What follows belongs to an exercise in optimizing a design on an open flow for small area, a short achievable clock period and few clock cycles; a production flow would make more cautious choices.
Where RTL was checked, it was by simulation tests only, not by an equivalence proof against the original.
Only the layout flow was run in run 1; the RTL was not checked for function there.
Power figures rest on the tool's default switching activity, not on a simulated workload.

==> flow/design.v <==
module uart_transmitter #(
    parameter CLOCK_FREQ = 125_000_000,
    parameter BAUD_RATE = 115_200)
(
    input clk,
    input rst,
    input [7:0] data_in,
    input data_in_valid,
    output data_in_ready,
    output reg serial_out
);
    localparam SYMBOL_EDGE_TIME    = CLOCK_FREQ / BAUD_RATE;
    localparam CLOCK_COUNTER_WIDTH = $clog2(SYMBOL_EDGE_TIME);
    reg [8:0] sh;                  
    reg [3:0] bitc;
    reg [CLOCK_COUNTER_WIDTH-1:0] cc;
    wire edge_ = (cc == SYMBOL_EDGE_TIME - 1);
    assign data_in_ready = (bitc == 4'd0) && (cc == 0);
    always @(posedge clk) begin
        if (data_in_ready && data_in_valid) sh <= {data_in, 1'b0};
        else if (edge_) sh <= {1'b1, sh[8:1]};
        if (rst) bitc <= 4'd0;
        else if (edge_) bitc <= (bitc == 4'd9) ? 4'd0 : bitc + 4'd1;
        if (rst || (data_in_ready && !data_in_valid) || edge_) cc <= 0;
        else cc <= cc + 1'b1;
        if (rst) serial_out <= 1'b1;
        else serial_out <= data_in_ready ? 1'b1 : sh[0];
    end
endmodule
module uart_receiver #(
    parameter CLOCK_FREQ = 125_000_000,
    parameter BAUD_RATE  = 115_200
) (
    input clk,
    input rst,
    output reg [7:0] data_out,
    output reg data_out_valid,
    input data_out_ready,
    input serial_in
);
    localparam SYMBOL_EDGE_TIME    = CLOCK_FREQ / BAUD_RATE;
    localparam SAMPLE_TIME         = SYMBOL_EDGE_TIME / 2;
    localparam CLOCK_COUNTER_WIDTH = $clog2(SYMBOL_EDGE_TIME);
    reg busy;
    reg [3:0] bitc;
    reg [CLOCK_COUNTER_WIDTH-1:0] cc;
    wire edge_ = (cc == SYMBOL_EDGE_TIME - 1);
    wire samp  = (cc == SAMPLE_TIME - 1);
    wire last  = samp && (bitc == 4'd9);
    always @(posedge clk) begin
        if (rst || last) busy <= 1'b0;
        else busy <= ((bitc != 4'd0) || !serial_in);
        if (rst || last) cc <= 0;
        else if (busy) cc <= edge_ ? 0 : cc + 1'b1;
        if (rst) bitc <= 4'd0;
        else if (samp) bitc <= (bitc == 4'd9) ? 4'd0 : bitc + 4'd1;
        if (samp && (bitc != 4'd0) && (bitc != 4'd9)) data_out <= {serial_in, data_out[7:1]};
        if (rst || (data_out_valid && data_out_ready)) data_out_valid <= 1'b0;
        else if (last) data_out_valid <= 1'b1;
    end
endmodule
module Riscv151 #(
    parameter CPU_CLOCK_FREQ    = 100_000_000,
    parameter RESET_PC          = 32'h4000_0000,
    parameter BAUD_RATE         = 115200
) (
    input  clk,
    input  rst,
    input  FPGA_SERIAL_RX,
    output FPGA_SERIAL_TX,
    output [31:0] csr,
    output [13:0] imem_addra,
    input  [31:0] imem_douta,
    output [13:0] imem_addrb,
    output [31:0] imem_dinb,
    output [3:0]  imem_web,
    output [11:0] bios_addra,
    input  [31:0] bios_douta,
    output [11:0] bios_addrb,
    input  [31:0] bios_doutb,
    output [13:0] dmem_addra,
    output [31:0] dmem_dina,
    output [3:0]  dmem_wea,
    input  [31:0] dmem_douta
);
    reg  [31:2] pcF;               
    reg  [31:2] pcD;               
    reg         vD;                
    reg         vX;
    reg  [31:0] opA, opB, aux;     
    reg         fwdA, fwdB, fwdS;  
    reg  [4:0]  rdX;
    reg         wenX, ldX, stX, brX, jalrX, csrX, predX, biosX, subX;
    reg  [2:0]  f3X;
    reg         rAdd, rSll, rSlt, rSltu, rXor, rSr, rOr, rAnd, rAux, sraX;
    reg  [31:0] resM, wdM;
    reg  [3:0]  dweM, iweM;
    reg         stM, ldM, wenM;
    reg  [4:0]  rdM;
    reg  [2:0]  f3M;
    reg  [31:0] resW;
    reg         ldW, wenW;
    reg  [4:0]  rdW;
    reg  [2:0]  f3W;
    reg  [31:0] csr_r;
    reg  [31:0] rf [1:31];
    wire [31:0] wbW;               
    genvar gi;
    generate
        for (gi = 1; gi < 32; gi = gi + 1) begin : g_rf
            always @(posedge clk)
                if (wenW && rdW == gi) rf[gi] <= wbW;
        end
    endgenerate
    assign imem_addra = pcF[15:2];
    assign bios_addra = pcF[13:2];
    wire [31:0] inst = pcD[30] ? bios_douta : imem_douta;
    wire [4:0]  opc  = inst[6:2];
    wire [2:0]  f3   = inst[14:12];
    wire [4:0]  rdD  = inst[11:7];
    wire [4:0]  rs1  = inst[19:15];
    wire [4:0]  rs2  = inst[24:20];
    wire isLUI   = (opc == 5'b01101);
    wire isAUIPC = (opc == 5'b00101);
    wire isJAL   = (opc == 5'b11011);
    wire isJALR  = (opc == 5'b11001);
    wire isBR    = (opc == 5'b11000);
    wire isLD    = (opc == 5'b00000);
    wire isST    = (opc == 5'b01000);
    wire isOPI   = (opc == 5'b00100);
    wire isOP    = (opc == 5'b01100);
    wire isCSR   = (opc == 5'b11100) && (f3[1:0] == 2'b01) && (inst[31:20] == 12'h51e);
    wire wenD  = (isLUI | isAUIPC | isJAL | isJALR | isLD | isOPI | isOP) && (rdD != 5'd0);
    wire use1  = isJALR | isBR | isLD | isST | isOPI | isOP | (isCSR & ~f3[2]);
    wire use2  = isBR | isST | isOP;
    wire [31:0] immI = {{20{inst[31]}}, inst[31:20]};
    wire [31:0] immS = {{20{inst[31]}}, inst[31:25], inst[11:7]};
    wire [31:0] immU = {inst[31:12], 12'b0};
    wire [31:2] immB = {{20{inst[31]}}, inst[7], inst[30:25], inst[11:9]};
    wire [31:2] immJ = {{12{inst[31]}}, inst[19:12], inst[20], inst[30:22]};
    wire ldXw = vX & ldX & wenX;
    wire ldMw = ldM & wenM;
    wire hit1X = (rs1 == rdX), hit2X = (rs2 == rdX);
    wire hit1M = (rs1 == rdM), hit2M = (rs2 == rdM);
    wire replay = vD & ((use1 & ((ldXw & hit1X) | (ldMw & hit1M))) |
                        (use2 & ((ldXw & hit2X) | (ldMw & hit2M))));
    wire [31:1] oh1, oh2;
    generate
        for (gi = 1; gi < 32; gi = gi + 1) begin : g_dec
            assign oh1[gi] = (rs1 == gi);
            assign oh2[gi] = (rs2 == gi);
        end
    endgenerate
    reg [31:0] rf1, rf2;
    integer k;
    always @(*) begin
        rf1 = 32'd0;
        rf2 = 32'd0;
        for (k = 1; k < 32; k = k + 1) begin
            rf1 = rf1 | ({32{oh1[k]}} & rf[k]);
            rf2 = rf2 | ({32{oh2[k]}} & rf[k]);
        end
    end
    wire fM1 = wenM & ~ldM & hit1M, fM2 = wenM & ~ldM & hit2M;
    wire fW1 = wenW & (rs1 == rdW),  fW2 = wenW & (rs2 == rdW);
    wire [31:0] rs1v = fM1 ? resM : fW1 ? wbW : rf1;
    wire [31:0] rs2v = fM2 ? resM : fW2 ? wbW : rf2;
    wire fX1 = vX & wenX & hit1X;
    wire fX2 = vX & wenX & hit2X;
    wire [31:2] tgtD = pcD + (isJAL ? immJ : immB);
    wire predD = isBR & inst[31];
    wire [31:0] A = fwdA ? resM : opA;
    wire [31:0] B = fwdB ? resM : opB;
    wire [31:0] S = fwdS ? resM : aux;
    wire [32:0] sum = {1'b0, A} + {1'b0, B ^ {32{subX}}} + {32'd0, subX};
    wire ltu = ~sum[32];
    wire lt  = (A[31] ^ B[31]) ? A[31] : sum[31];
    wire eq  = (A == B);
    wire [31:0] shl = A << B[4:0];
    wire [31:0] shr = $signed({sraX & A[31], A}) >>> B[4:0];
    wire [31:0] resX = ({32{rAdd}}  & sum[31:0]) |
                       ({32{rSll}}  & shl) |
                       ({32{rSlt}}  & {31'd0, lt}) |
                       ({32{rSltu}} & {31'd0, ltu}) |
                       ({32{rXor}}  & (A ^ B)) |
                       ({32{rSr}}   & shr) |
                       ({32{rOr}}   & (A | B)) |
                       ({32{rAnd}}  & (A & B)) |
                       ({32{rAux}}  & aux);
    wire cond  = (f3X[2] ? (f3X[1] ? ltu : lt) : eq) ^ f3X[0];
    wire misp  = vX & brX & (cond ^ predX);
    wire xjalr = vX & jalrX;
    wire xRedirect = misp | xjalr;
    wire [31:2] xTarget = jalrX ? sum[31:2] : aux[31:2];
    wire [1:0] ao = sum[1:0];
    wire [3:0] smask = (f3X[1:0] == 2'b00) ? (4'b0001 << ao) :
                       (f3X[1:0] == 2'b01) ? (ao[1] ? 4'b1100 : 4'b0011) : 4'b1111;
    wire [31:0] sdata = (f3X[1:0] == 2'b00) ? {4{S[7:0]}} :
                        (f3X[1:0] == 2'b01) ? {2{S[15:0]}} : S;
    wire toImem = sum[29] & biosX;
    wire dRedirect = vD & (isJAL | predD);
    always @(posedge clk) begin
        if (rst) begin
            pcF <= RESET_PC[31:2];
            vD  <= 1'b0;
        end else begin
            if (xRedirect)       pcF <= xTarget;
            else if (replay)     pcF <= pcD;
            else if (dRedirect)  pcF <= tgtD;
            else                 pcF <= pcF + 30'd1;
            vD <= ~(xRedirect | replay | dRedirect);
        end
        pcD <= pcF;
    end
    always @(posedge clk) begin
        if (rst) vX <= 1'b0;
        else     vX <= vD & ~xRedirect & ~replay;
        opA  <= isAUIPC ? {pcD, 2'b00} :
                (isLUI | isCSR & f3[2]) ? {27'd0, rs1 & {5{isCSR}}} : rs1v;
        opB  <= (isOP | isBR) ? rs2v : isST ? immS : (isLUI | isAUIPC) ? immU : immI;
        aux  <= isST ? rs2v : (isBR & ~predD) ? {tgtD, 2'b00} : {pcF, 2'b00};
        fwdA <= fX1 & use1;
        fwdB <= fX2 & (isOP | isBR);
        fwdS <= fX2 & isST;
        rdX  <= rdD;
        wenX <= wenD;
        ldX  <= isLD;
        stX  <= isST;
        brX  <= isBR;
        jalrX <= isJALR;
        csrX <= isCSR;
        predX <= predD;
        biosX <= pcD[30];
        f3X  <= f3;
        subX <= isBR | ((isOP | isOPI) & (f3 == 3'b010 || f3 == 3'b011)) |
                (isOP & f3 == 3'b000 & inst[30]);
        sraX <= inst[30];
        rAdd  <= isLUI | isAUIPC | isLD | isST | ((isOP | isOPI) & f3 == 3'b000);
        rSll  <= (isOP | isOPI) & f3 == 3'b001;
        rSlt  <= (isOP | isOPI) & f3 == 3'b010;
        rSltu <= (isOP | isOPI) & f3 == 3'b011;
        rXor  <= (isOP | isOPI) & f3 == 3'b100;
        rSr   <= (isOP | isOPI) & f3 == 3'b101;
        rOr   <= (isOP | isOPI) & f3 == 3'b110;
        rAnd  <= (isOP | isOPI) & f3 == 3'b111;
        rAux  <= isJAL | isJALR;
    end
    always @(posedge clk) begin
        if (rst) begin
            stM <= 1'b0; ldM <= 1'b0; wenM <= 1'b0;
            dweM <= 4'd0; iweM <= 4'd0;
            csr_r <= 32'd0;
        end else begin
            stM  <= vX & stX;
            ldM  <= vX & ldX;
            wenM <= vX & wenX;
            dweM <= (vX & stX & ~toImem) ? smask : 4'd0;
            iweM <= (vX & stX &  toImem) ? smask : 4'd0;
            if (vX & csrX) csr_r <= A;
        end
        resM <= resX;
        wdM  <= sdata;
        rdM  <= rdX;
        f3M  <= f3X;
    end
    assign dmem_addra = resM[15:2];
    assign imem_addrb = resM[15:2];
    assign bios_addrb = resM[13:2];
    assign dmem_dina  = wdM;
    assign imem_dinb  = wdM;
    assign dmem_wea   = dweM;
    assign imem_web   = iweM;
    assign csr        = csr_r;
    always @(posedge clk) begin
        if (rst) begin
            ldW <= 1'b0; wenW <= 1'b0;
        end else begin
            ldW  <= ldM;
            wenW <= wenM;
        end
        resW <= resM;
        rdW  <= rdM;
        f3W  <= f3M;
    end
    wire ioM = stM & resM[31];
    wire tx_valid = ioM & (resM[7:0] == 8'h08);
    wire cnt_clr  = ioM & (resM[7:0] == 8'h18);
    wire rx_pop   = ldW & resW[31] & (resW[7:0] == 8'h04);
    wire tx_ready, rx_valid;
    wire [7:0] rx_data;
    reg  [31:0] cyc_cnt, ins_cnt;
    always @(posedge clk) begin
        if (rst | cnt_clr) begin
            cyc_cnt <= 32'd0;
            ins_cnt <= 32'd0;
        end else begin
            cyc_cnt <= cyc_cnt + 32'd1;
            ins_cnt <= ins_cnt + {31'd0, vX};
        end
    end
    uart_transmitter #(.CLOCK_FREQ(CPU_CLOCK_FREQ), .BAUD_RATE(BAUD_RATE)) uart_tx (
        .clk(clk), .rst(rst),
        .data_in(wdM[7:0]), .data_in_valid(tx_valid), .data_in_ready(tx_ready),
        .serial_out(FPGA_SERIAL_TX));
    uart_receiver #(.CLOCK_FREQ(CPU_CLOCK_FREQ), .BAUD_RATE(BAUD_RATE)) uart_rx (
        .clk(clk), .rst(rst),
        .data_out(rx_data), .data_out_valid(rx_valid), .data_out_ready(rx_pop),
        .serial_in(FPGA_SERIAL_RX));
    reg [31:0] io_rd;
    always @(*) begin
        case (resW[7:0])
            8'h00:   io_rd = {30'd0, rx_valid, tx_ready};
            8'h04:   io_rd = {24'd0, rx_data};
            8'h10:   io_rd = cyc_cnt;
            8'h14:   io_rd = ins_cnt;
            default: io_rd = 32'd0;
        endcase
    end
    wire [31:0] ldraw = resW[31] ? io_rd : resW[30] ? bios_doutb : dmem_douta;
    wire [31:0] ldsh  = ldraw >> {resW[1:0], 3'b000};
    wire [31:0] ldv   = (f3W[1:0] == 2'b00) ? {{24{~f3W[2] & ldsh[7]}},  ldsh[7:0]} :
                        (f3W[1:0] == 2'b01) ? {{16{~f3W[2] & ldsh[15]}}, ldsh[15:0]} : ldsh;
    assign wbW = ldW ? ldv : resW;
endmodule
==> flow/run.sh <==
#!/bin/bash
# synth_recipe.tcl (not shown) runs the flow's synth.tcl, then flattens the netlist and writes it again
# the make line also repeats each setting of config.mk as NAME=value (left out here)
make -C /OpenROAD-flow-scripts/flow DESIGN_CONFIG=/design/flow/config.mk WORK_HOME=/design/flow/orfs CLKGATE_MAP_FILE= SYNTH_SCRIPT=/design/flow/synth_recipe.tcl finish
==> flow/config.mk <==
export PLATFORM = sky130hd
export DESIGN_NAME = Riscv151
export DESIGN_NICKNAME = Riscv151
export VERILOG_FILES = /design/flow/design.v
export SDC_FILE = /design/flow/constraint.sdc
export NUM_CORES = 8
export LEC_CHECK = 0
export CAP_MARGIN = 20
export CORE_MARGIN = 2
export CORE_UTILIZATION = 40
export SLEW_MARGIN = 20
==> flow/constraint.sdc <==
create_clock -name core_clock -period 10.0 [get_ports {clk}]
set_input_delay 2.0000 -clock core_clock [delete_from_list [all_inputs] [get_ports {clk}]]
set_output_delay 2.0000 -clock core_clock [all_outputs]
set_load 0.01 [all_outputs]
==> impl_metrics.ini, run 1 <==
[synthesis]
synth_cell_types = 101
syn_area_sq_um = 73580
synth.avg_cell_area_sq_um = 11.05
yosysTopAreaCellShare_pct = 41.14
yosys_warnings = 4
async_flop_share_pct = 0
seq_area_frac_synth_pct = 53.14
yosysMostFrequentCell = edfxtp_1
netlist.top_cell.by_area = edfxtp_1
ys_top_cells_by_area = edfxtp_1 41%, dfxtp_1 12%, a22oi_1 5.0%, mux2i_1 3.7%, a221oi_1 3.4%
syn_inst = 6656
synth_common_cells = 1008 x edfxtp_1, 490 x a22oi_1, 476 x nor2_1
synth-seq-cells = 1449
syn-num-nets = 6921
synthFlopType = edfxtp_1
synth_edf_count = 1008

[clocking]
cts_buffer_depth = 3
cts_max_level = 4
cts_resized = 0
post_cts_buffers = 0
clock_latency_ns = 0.87
clkTransAtPathRegs_ns = 0.06
numCtsBuffers = 155
cts_sinks = 1449
cts_tree = yes
root_buffer = clkbuf_16
hold_buffers = 0

[setup_path]
worstPathArrival_ns = 7.93
cp_max_fo = 19
end_kind = flop
start_kind = input port
cp.required_ns = 10.77
reg2reg_setup_slack_ns = 3.32
r2r_start = fwdA
r2r_cells = 13
slowest_stage = o311ai_0
crit_path_max_incr_delay_ns = 0.96
cp_cell_sequence = clkdlybuf4s50_1, or3b_2, a211oi_1, and2_1, nor2_1, a21oi_1, ha_1, a21oi_1, a2bb2oi_1, a211oi_1, o31ai_1, o21ai_0, o311ai_0, a21boi_1
reg2reg_to = pcF[5]
path_class = in -> reg

[flow_run]
drv_cap = 0

[power_and_ir_drop]
seqPwrFrac_pct = 41.6
power.density_nw_per_um2 = 193.9
p_leak_nw = 30.20
peakVddDrop_uv = 128.0
internal_power_mw = 11.28
power_frac_comb_pct = 21.7
p_clk_share_pct = 36.6
p_sw_mw = 5.389
swShare_pct = 32.32

[place]
dp_cells = 9133
gp_congestion = 1.047
dp_hpwl_mm = 239.8
place.port_buffers = 297

[route]
wl_mm = 389.3
drt_pre_antenna_iters = 11
drc = 0
vias_per_cell = 7.333
ant_nets = 0
vias = 69200
first_iter_violations = 15220
post_drt_wl_per_cell_um = 41.25

[floorplanning]
dieWidth_um = 432.9
ios = 302
start_util_pct = 40.23
rows = 157
core_sq_um = 182900
dieArea_sq_um = 187400
fp.dieH_um = 432.9

[global_routing]
grt-ovfl-total = 0
grt_busiest_layer = met2
met2_usage_pct = 56.31
grt_pass1_vias = 64070
grt.met3_usage_pct = 18.33
gr-usage-met1_pct = 46.98
antenna_found_initial = 27
grt_max_degree = 65
grt_use_total_pct = 40.17
grt_pass1_wl_mm = 521.6

[cells_and_area]
nets = 7094
layout.cells.non_filler = 9437
syn_to_final_growth_pct = 16.89
layout-drive-gt1-share_pct = 11.81

[min_path]
holdPathEnd = f3W[0]
hp-start = f3M[0]
min_delay_path_depth = 0
hp-class = reg -> reg

[timing]
fin_crit_ns = 7.158
clock_skew_ns = 0.05289
hold_viol_final = 0
maxSlewViolCount = 0
post-route-period-util_pct = 71.58
rsz0062_at_grt = no
tns_ns = 0
worst_pin_slew_ns = 1.391
relSlewSlack_pct = 6.526
fmaxAchievable_mhz = 139.7
final-setup-viol-count = 0

[outcome]
outcome = no timing/DRC/antenna violations
[worst max-delay path by stage]
| stage | start | end | slack (ns) |
|---|---|---|---|
| floorplan | imem_douta[4] | pcF[20] | 3.98 |
| global route | imem_douta[5] | aux[27] | 2.60 |
| detailed placement | imem_douta[5] | aux[28] | 2.37 |
| CTS | imem_douta[5] | aux[28] | 3.23 |
| global placement | imem_douta[5] | aux[27] | 2.35 |
| finish | imem_douta[5] | aux[27] | 2.84 |
[worst max-delay path: cells and delay by family]
family,cells,cell delay (ns)
AO/OA/AOI/OAI,9,3.89
adder cells (fa/ha/maj),1,0.28
buffers and inverters,1,0.49
AND/OR/NAND/NOR,3,1.25
[flip-flops by register name, indices dropped and copies added (netlist names), 9 cells and up]
| register | cells |
|---|---|
| wdM | 32 |
| csr_r | 32 |
| resW | 32 |
| aux | 32 |
| rf | 992 |
| ins_cnt | 32 |
| cyc_cnt | 32 |
| pcD | 30 |
| pcF | 30 |
| uart_tx.sh | 9 |
| uart_rx.cc | 10 |
| opB | 32 |
| resM | 32 |
| uart_tx.cc | 10 |
| opA | 32 |
[area by class of cell]
class,instances,area [sq um]
inverter,131,494.2
fill,16740,96880
clock buffer,193,4130
tap,2464,3083
antenna,12,30.03
sequential,1449,39110
clock inverter,96,1182
timing repair buffer,593,5221
multi-input combinational,4499,32750
[power by group through the flow]
stage / combinational (mW) / sequential [mW] / clock, mW
after floorplan: 1.89 / 6.93 / 0
after global placement: 3.37 / 7.05 / 0
after detailed placement: 3.39 / 7.05 / 0
after CTS: 3.40 / 6.92 / 6.10
after global routing: 3.69 / 6.93 / 6.33
final: 3.62 / 6.94 / 6.11
[through the flow]
| stage | worst slack (ns) | power [mW] | hold WS (ns) | utilization, % | instance area [sq um] |
|---|---|---|---|---|---|
| after detailed placement | 2.367 | 10.44 | 0.3139 | 44.07 | 80590 |
| after CTS | 3.228 | 16.42 | 0.3358 | 46.97 | 85910 |
| after global placement | 2.349 | 10.42 | 0.3196 | 44.07 | 80590 |
| final | 2.842 | 16.67 | 0.3332 | 47.03 | 86010 |
| after floorplan | 3.981 | 8.826 | 0.3096 | - | 73580 |
| after global routing | 2.600 | 16.95 | 0.3450 | 47.01 | 85980 |
[cells by family after synthesis]
group                      share of synthesized area, %
buffers and inverters                             4.404
AOI/OAI and AO/OA                                 21.80
DFF                                               53.14
xor gates and xnor gates                          2.500
adders and majority gates                         2.299
and+or+nand+nor                                   10.78
muxes                                             5.078
[per-layer routing]
metal  vias up  routed length, um
met1     33160             129500
met2      7043             153800
li1      26610                  -
met3      2356              63460
met4        30              42010
met5         -                495
[placed cells by master (no fill, tap or decap), types with 28 or more instances in the layout]
master and instances:
nor3_1 88, nor2_1 441, a221oi_1 240, a221oi_4 61
a31oi_1 33, ha_1 132, or3_1 37, nor2_4 33
nor2b_1 28, o211ai_1 59, a21oi_1 299, o21ai_0 225
and3_1 42, clkinv_1 29, clkbuf_1 31, edfxtp_1 1008
a22o_1 232, nor4_1 37, nand3_1 216, nand4_1 164
nand2_1 389, mux2i_1 260, dfxtp_1 432, mux2_2 62
xnor2_1 130, and2_1 32, inv_1 129, a21o_1 36
a22oi_1 490, clkbuf_16 159, buf_4 293, clkdlybuf4s50_1 296
a211oi_1 96, a222oi_1 49, o22ai_1 39, xor2_1 80
==> run 2: changes to the inputs <==
--- a/flow/design.v
+++ b/flow/design.v
@@ -86,11 +86,16 @@
     reg  [31:2] pcF;               
     reg  [31:2] pcD;               
     reg         vD;                
+    reg         hitD;              
+    reg  [1:0]  idxD;              
+    reg  [11:0] offD;              
     reg         vX;
     reg  [31:0] opA, opB, aux;     
-    reg         fwdA, fwdB, fwdS;  
     reg  [4:0]  rdX;
-    reg         wenX, ldX, stX, brX, jalrX, csrX, predX, biosX, subX;
+    reg         wenX, ldX, stX, brX, jalrX, csrX, predX, biosX, subX, hitX;
+    reg  [1:0]  idxX;
+    reg  [7:0]  tagX;
+    reg  [11:0] boX;               
     reg  [2:0]  f3X;
     reg         rAdd, rSll, rSlt, rSltu, rXor, rSr, rOr, rAnd, rAux, sraX;
     reg  [31:0] resM, wdM;
@@ -114,6 +119,19 @@
     endgenerate
     assign imem_addra = pcF[15:2];
     assign bios_addra = pcF[13:2];
+    reg         bv [0:3];
+    reg  [7:0]  btag [0:3];
+    reg  [11:0] boff [0:3];
+    reg  [1:0]  bptr;
+    wire [3:0]  bm;
+    generate
+        for (gi = 0; gi < 4; gi = gi + 1) begin : g_bm
+            assign bm[gi] = bv[gi] && (btag[gi] == pcF[9:2]);
+        end
+    endgenerate
+    wire        bhit = |bm;
+    wire [1:0]  bidx = bm[0] ? 2'd0 : bm[1] ? 2'd1 : bm[2] ? 2'd2 : 2'd3;
+    wire [11:0] bo   = bm[0] ? boff[0] : bm[1] ? boff[1] : bm[2] ? boff[2] : boff[3];
     wire [31:0] inst = pcD[30] ? bios_douta : imem_douta;
     wire [4:0]  opc  = inst[6:2];
     wire [2:0]  f3   = inst[14:12];
@@ -136,8 +154,9 @@
     wire [31:0] immI = {{20{inst[31]}}, inst[31:20]};
     wire [31:0] immS = {{20{inst[31]}}, inst[31:25], inst[11:7]};
     wire [31:0] immU = {inst[31:12], 12'b0};
-    wire [31:2] immB = {{20{inst[31]}}, inst[7], inst[30:25], inst[11:9]};
-    wire [31:2] immJ = {{12{inst[31]}}, inst[19:12], inst[20], inst[30:22]};
+    wire [31:2] immBJ = inst[3] ? {{12{inst[31]}}, inst[19:12], inst[20], inst[30:22]}
+                                : {{20{inst[31]}}, inst[7], inst[30:25], inst[11:9]};
+    wire [31:2] tgtD = pcD + immBJ;
     wire ldXw = vX & ldX & wenX;
     wire ldMw = ldM & wenM;
     wire hit1X = (rs1 == rdX), hit2X = (rs2 == rdX);
@@ -161,17 +180,19 @@
             rf2 = rf2 | ({32{oh2[k]}} & rf[k]);
         end
     end
+    wire fX1 = vX & wenX & ~ldX & hit1X;
+    wire fX2 = vX & wenX & ~ldX & hit2X;
     wire fM1 = wenM & ~ldM & hit1M, fM2 = wenM & ~ldM & hit2M;
     wire fW1 = wenW & (rs1 == rdW),  fW2 = wenW & (rs2 == rdW);
-    wire [31:0] rs1v = fM1 ? resM : fW1 ? wbW : rf1;
-    wire [31:0] rs2v = fM2 ? resM : fW2 ? wbW : rf2;
-    wire fX1 = vX & wenX & hit1X;
-    wire fX2 = vX & wenX & hit2X;
-    wire [31:2] tgtD = pcD + (isJAL ? immJ : immB);
-    wire predD = isBR & inst[31];
-    wire [31:0] A = fwdA ? resM : opA;
-    wire [31:0] B = fwdB ? resM : opB;
-    wire [31:0] S = fwdS ? resM : aux;
+    wire [31:0] rs1m = fM1 ? resM : fW1 ? wbW : rf1;
+    wire [31:0] rs2m = fM2 ? resM : fW2 ? wbW : rf2;
+    wire predT  = isJAL | (isBR & (hitD | inst[31]));
+    wire offOk  = (offD == immBJ[13:2]) && (immBJ[31:13] == {19{offD[11]}});
+    wire dWrong = vD & (predT ? ~(hitD & offOk) : hitD);
+    wire [31:2] pcD1 = pcD + 30'd1;
+    wire [31:2] dTarget = predT ? tgtD : pcD1;
+    wire [31:0] A = opA;
+    wire [31:0] B = opB;
     wire [32:0] sum = {1'b0, A} + {1'b0, B ^ {32{subX}}} + {32'd0, subX};
     wire ltu = ~sum[32];
     wire lt  = (A[31] ^ B[31]) ? A[31] : sum[31];
@@ -195,33 +216,62 @@
     wire [1:0] ao = sum[1:0];
     wire [3:0] smask = (f3X[1:0] == 2'b00) ? (4'b0001 << ao) :
                        (f3X[1:0] == 2'b01) ? (ao[1] ? 4'b1100 : 4'b0011) : 4'b1111;
-    wire [31:0] sdata = (f3X[1:0] == 2'b00) ? {4{S[7:0]}} :
-                        (f3X[1:0] == 2'b01) ? {2{S[15:0]}} : S;
+    wire [31:0] sdata = (f3X[1:0] == 2'b00) ? {4{aux[7:0]}} :
+                        (f3X[1:0] == 2'b01) ? {2{aux[15:0]}} : aux;
     wire toImem = sum[29] & biosX;
-    wire dRedirect = vD & (isJAL | predD);
+    wire dRedir = dWrong & ~replay;
     always @(posedge clk) begin
         if (rst) begin
             pcF <= RESET_PC[31:2];
             vD  <= 1'b0;
         end else begin
-            if (xRedirect)       pcF <= xTarget;
-            else if (replay)     pcF <= pcD;
-            else if (dRedirect)  pcF <= tgtD;
-            else                 pcF <= pcF + 30'd1;
-            vD <= ~(xRedirect | replay | dRedirect);
+            if (xRedirect)      pcF <= xTarget;
+            else if (replay)    pcF <= pcD;
+            else if (dRedir)    pcF <= dTarget;
+            else if (bhit)      pcF <= pcF + {{18{bo[11]}}, bo};
+            else                pcF <= pcF + 30'd1;
+            vD <= ~(xRedirect | replay | dRedir);
+        end
+        pcD  <= pcF;
+        hitD <= bhit;
+        idxD <= bidx;
+        offD <= bo;
+    end
+    wire insX  = misp & ~predX;
+    wire dropX = misp & predX & hitX;
+    wire insD  = dRedir & predT;
+    wire dropD = dRedir & ~predT;
+    integer bi;
+    always @(posedge clk) begin
+        if (rst) begin
+            for (bi = 0; bi < 4; bi = bi + 1) bv[bi] <= 1'b0;
+            bptr <= 2'd0;
+        end else if (insX) begin
+            bv[bptr] <= 1'b1;
+            btag[bptr] <= tagX;
+            boff[bptr] <= boX;
+            bptr <= bptr + 2'd1;
+        end else if (dropX) begin
+            bv[idxX] <= 1'b0;
+        end else if (insD) begin
+            bv[hitD ? idxD : bptr] <= 1'b1;
+            btag[hitD ? idxD : bptr] <= pcD[9:2];
+            boff[hitD ? idxD : bptr] <= immBJ[13:2];
+            if (!hitD) bptr <= bptr + 2'd1;
+        end else if (dropD) begin
+            bv[idxD] <= 1'b0;
         end
-        pcD <= pcF;
     end
     always @(posedge clk) begin
         if (rst) vX <= 1'b0;
-        else     vX <= vD & ~xRedirect & ~replay;
-        opA  <= isAUIPC ? {pcD, 2'b00} :
-                (isLUI | isCSR & f3[2]) ? {27'd0, rs1 & {5{isCSR}}} : rs1v;
-        opB  <= (isOP | isBR) ? rs2v : isST ? immS : (isLUI | isAUIPC) ? immU : immI;
-        aux  <= isST ? rs2v : (isBR & ~predD) ? {tgtD, 2'b00} : {pcF, 2'b00};
-        fwdA <= fX1 & use1;
-        fwdB <= fX2 & (isOP | isBR);
-        fwdS <= fX2 & isST;
+        else     vX <= vD & ~replay & ~xRedirect;
+        opA  <= (fX1 & use1) ? resX :
+                isAUIPC ? {pcD, 2'b00} :
+                (isLUI | isCSR & f3[2]) ? {27'd0, rs1 & {5{isCSR}}} : rs1m;
+        opB  <= (fX2 & (isOP | isBR)) ? resX :
+                (isOP | isBR) ? rs2m : isST ? immS : (isLUI | isAUIPC) ? immU : immI;
+        aux  <= (fX2 & isST) ? resX :
+                isST ? rs2m : (isBR & ~predT) ? {tgtD, 2'b00} : {pcD1, 2'b00};
         rdX  <= rdD;
         wenX <= wenD;
         ldX  <= isLD;
@@ -229,7 +279,11 @@
         brX  <= isBR;
         jalrX <= isJALR;
         csrX <= isCSR;
-        predX <= predD;
+        predX <= predT;
+        hitX <= hitD;
+        idxX <= idxD;
+        tagX <= pcD[9:2];
+        boX  <= immBJ[13:2];
         biosX <= pcD[30];
         f3X  <= f3;
         subX <= isBR | ((isOP | isOPI) & (f3 == 3'b010 || f3 == 3'b011)) |
@@ -282,9 +336,9 @@
         rdW  <= rdM;
         f3W  <= f3M;
     end
-    wire ioM = stM & resM[31];
-    wire tx_valid = ioM & (resM[7:0] == 8'h08);
-    wire cnt_clr  = ioM & (resM[7:0] == 8'h18);
+    wire ioS = stM & resM[31];
+    wire tx_valid = ioS & (resM[7:0] == 8'h08);
+    wire cnt_clr  = ioS & (resM[7:0] == 8'h18);
     wire rx_pop   = ldW & resW[31] & (resW[7:0] == 8'h04);
     wire tx_ready, rx_valid;
     wire [7:0] rx_data;
--- a/flow/config.mk
+++ b/flow/config.mk
@@ -8,4 +8,5 @@
 export CAP_MARGIN = 20
 export CORE_MARGIN = 2
 export CORE_UTILIZATION = 40
+export SETUP_SLACK_MARGIN = 5
 export SLEW_MARGIN = 20
==> run 2 against run 1 <==
Highest routed layer unchanged. Sequential cell count is 120 higher. Critical path depth is 2 lower. Die area is 7.2% higher. Maximum frequency is 39% higher. Combinational power is about 10% lower. Largest power group unchanged. Critical path type unchanged. Sequential power is 7.8% higher.
==> impl_metrics.ini, run 2 <==
[synthesis]
synthSimpleGateAreaFrac_pct = 10.25
seq_area_frac_synth_pct = 53.65
synth_fa_ha_area_share_pct = 2.644
yosysTopAreaCellShare_pct = 41.55
ys_top_cells_by_area = edfxtp_1 42%, dfxtp_1 12%, a22oi_1 4.3%, a221oi_1 3.5%, a22o_1 2.9%
synth_edf_count = 1092
synth.avg_cell_area_sq_um = 11.37
synth_compound_area_share_pct = 21.14
synth_top_family_by_area = compound AO/OA/AOI/OAI gates
syn-num-nets = 7240
async_flop_share_pct = 0
syn_area_sq_um = 78930
synthFlopType = edfxtp_1
yosysMostFrequentCell = edfxtp_1
synth_common_cells = 1092 x edfxtp_1, 477 x dfxtp_1, 471 x nor2_1
synth-seq-cells = 1569
synth_xor_area_share_pct = 3.096
syn_inst = 6944
yosys_warnings = 4
muxShareOfSynthArea_pct = 4.944
synth_cell_types = 109
netlist.top_cell.by_area = edfxtp_1

[cells_and_area]
final-seq-area_sq_um = 42390
layout-drive-gt1-share_pct = 16.18
layout_common_cells = 1092 x edfxtp_1, 457 x dfxtp_1, 445 x a22oi_1
largest_register_ffs = 992
layout_commonest_cell = edfxtp_1
fin_area_sq_um = 94480
syn_to_final_growth_pct = 19.70
reg_top3 = rf x992, boff x48
multi_input_area_sq_um = 35720
fillers = 17690
nets = 7544
largest_register = rf

[route]
wl_mm = 385.9
drt_pre_antenna_iters = 13
vias = 71130
ant_nets = 0
vias_per_cell = 7.083
first_iter_violations = 13600
post_drt_wl_per_cell_um = 38.43
drc = 0

[setup_path]
worstPathArrival_ns = 5.89
start_kind = input port
path_class = in -> reg
r2r_cells = 15
cp.required_ns = 10.74
cp_cell_sequence = clkdlybuf4s50_1, or3_4, buf_4, a221oi_4, buf_4, buf_4, a222oi_1, nand4_1, nor4_1, mux2i_2, a21oi_1, a211oi_1
cpMostUsedCell = buf_4
slowest_stage = buf_4
end_kind = flop
crit_path_max_incr_delay_ns = 0.60
cp_max_fo = 19

[clocking]
hold_buffers = 0
numCtsBuffers = 168
cts_sinks = 1569
cts_tree = yes
cts_buffer_depth = 3
root_buffer = clkbuf_16
clock_latency_ns = 0.86
clkTransAtPathRegs_ns = 0.07
cts_max_level = 4

[place]
place_area_sq_um = 85760
dp_hpwl_mm = 238.3
gp_congestion = 1.063
place.port_buffers = 297

[timing]
hold_viol_final = 0
relSlewSlack_pct = 12.92
maxSlewViolCount = 0
post-route-period-util_pct = 51.52
tns_ns = 0
worst_pin_slew_ns = 1.303
fmaxAchievable_mhz = 194.1
final-setup-viol-count = 0
fin_crit_ns = 5.152
clock_skew_ns = 0.05631
rsz0062_at_grt = yes

[global_routing]
grt_max_degree = 76
grt_pass1_vias = 66170
antenna_found_initial = 18
grt_pass1_wl_mm = 521.9
grt-ovfl-total = 0
grt_use_total_pct = 37.05

[flow_run]
drv_cap = 0

[outcome]
outcome = no timing/DRC/antenna violations

[floorplanning]
fp.dieH_um = 448.2
start_util_pct = 40.10
dieArea_sq_um = 200900
ios = 302
rows = 163
dieWidth_um = 448.2
core_sq_um = 196800

[power_and_ir_drop]
power.density_nw_per_um2 = 182.3
p_leak_nw = 33.33
power_mw = 17.22
peakVddDrop_uv = 183.7

[min_path]
min_delay_path_depth = 0
hp-class = reg -> reg
run 2: changes by cell type in the layout (fill, tap and decap cells not counted), moves of 30 or more:
cell | before | now
xor2_1 | 80 | 121
buf_6 | 1 | 41
mux4_2 | 5 | 69
nand3_1 | 216 | 146
edfxtp_1 | 1008 | 1092
buf_12 | 2 | 35
a222oi_1 | 49 | 79
a22oi_1 | 490 | 445
mux2i_1 | 260 | 113
a221oi_1 | 240 | 283
nand2_1 | 389 | 428
run 2: cell type report:
type	instances	share of cell area (%)
Clock inverter	111	1.348
Multi-Input combinational cell	4648	37.81
Tap cell	2640	3.496
Antenna cell	13	0.03443
Sequential cell	1569	44.87
Clock buffer	201	4.656
Timing Repair Buffer	703	7.126
Timing Repair inverter	1	0.007946
Inverter	157	0.6542
run 2: cells by family after synthesis:
kind of cell,Yosys count
xor gates and xnor gates,279
muxes,283
AOI/OAI and AO/OA,2243
DFF,1569
adders and majority gates,165
buffers and inverters,735
and+or+nand+nor,1670
run 2: metrics by stage:
stage / setup WS [ns] / util [%] / hold WS (ns) / instances
finish: 4.848 / 48.00 / 0.3204 / 10040
global route: 4.893 / 47.99 / 0.3135 / 10030
CTS: 4.989 / 47.45 / 0.3205 / 9968
detailed placement: 2.372 / 43.58 / 0.3187 / 9564
global placement: 2.417 / 43.58 / 0.3186 / 9564
floorplan: 4.819 / - / 0.3096 / 6944
run 2: report_power, final:
part	internal (mW)	total (mW)	switching, mW
logic	1.11	3.25	2.14
registers	7.20	7.48	0.277
clock network	3.67	6.49	2.82
total	12.0	17.2	5.24
run 2: repair_timing:
action	CTS	global route
endpoints found under the setup margin	297	292
gates cloned	8	1
gates resized for setup	223	144
buffers inserted	84	60
pin swaps	32	46
run 2: critical path: cells and delay by family:
| kind | cells | cell delay (ns) |
|---|---|---|
| buf+inv | 4 | 1.75 |
| simple gates | 3 | 0.67 |
| compound gates | 4 | 0.88 |
| mux | 1 | 0.52 |
run 2: layer usage:
metal | track usage (%) | routed length (um) | share of wire (%)
met5 | 0.2886 | 268 | 0.069
met4 | 26.78 | 36320 | 9.4
met2 | 54.36 | 161000 | 42
met3 | 14.86 | 58210 | 15
met1 | 43.90 | 130100 | 34
run 2: path summary, 6_finish.rpt:
path	end	slack [ns]	start
worst max-delay path	opA[25]	4.85	imem_douta[18]
worst min-delay path	f3W[1]	0.32	f3M[1]
worst max register to register	pcF[7]	4.98	opB[2]
worst min register to register	f3W[1]	0.32	f3M[1]
Testbench counts of run 2, summed over its fixed seeds: cycles 224,309.

-- what the ideal ports hide --
The flow's constraints put no driver on any port. The routed layouts listed below were extracted and timed again, unchanged, in two steps.
Step 1, drivers: a clkbuf_16 drives clk and a buf_2 each remaining input, both assumed.
Step 2, shift: input delay + t, output delay - t, t = (earliest + latest rising clock arrival at the registers) / 2. This alone moves slack from input paths to output paths.
Three values: no drivers, after step 1, after step 2; two values: the first two.
| run | t (ns) | setup slack, ns | worst hold slack (ns) |
|---|---|---|---|
| run 1 | 0.927 | 2.842 / 2.886 / 1.958 | 0.333 / 0.333 / 0.333 |
| run 2 | 0.921 | 4.848 / 4.882 / 3.961 | 0.320 / 0.320 / 0.320 |
After both steps setup and hold are still met in every run listed. The setup slack of run 2, which loses most, moves by +0.034 ns with the drivers and by -0.887 ns with both steps.
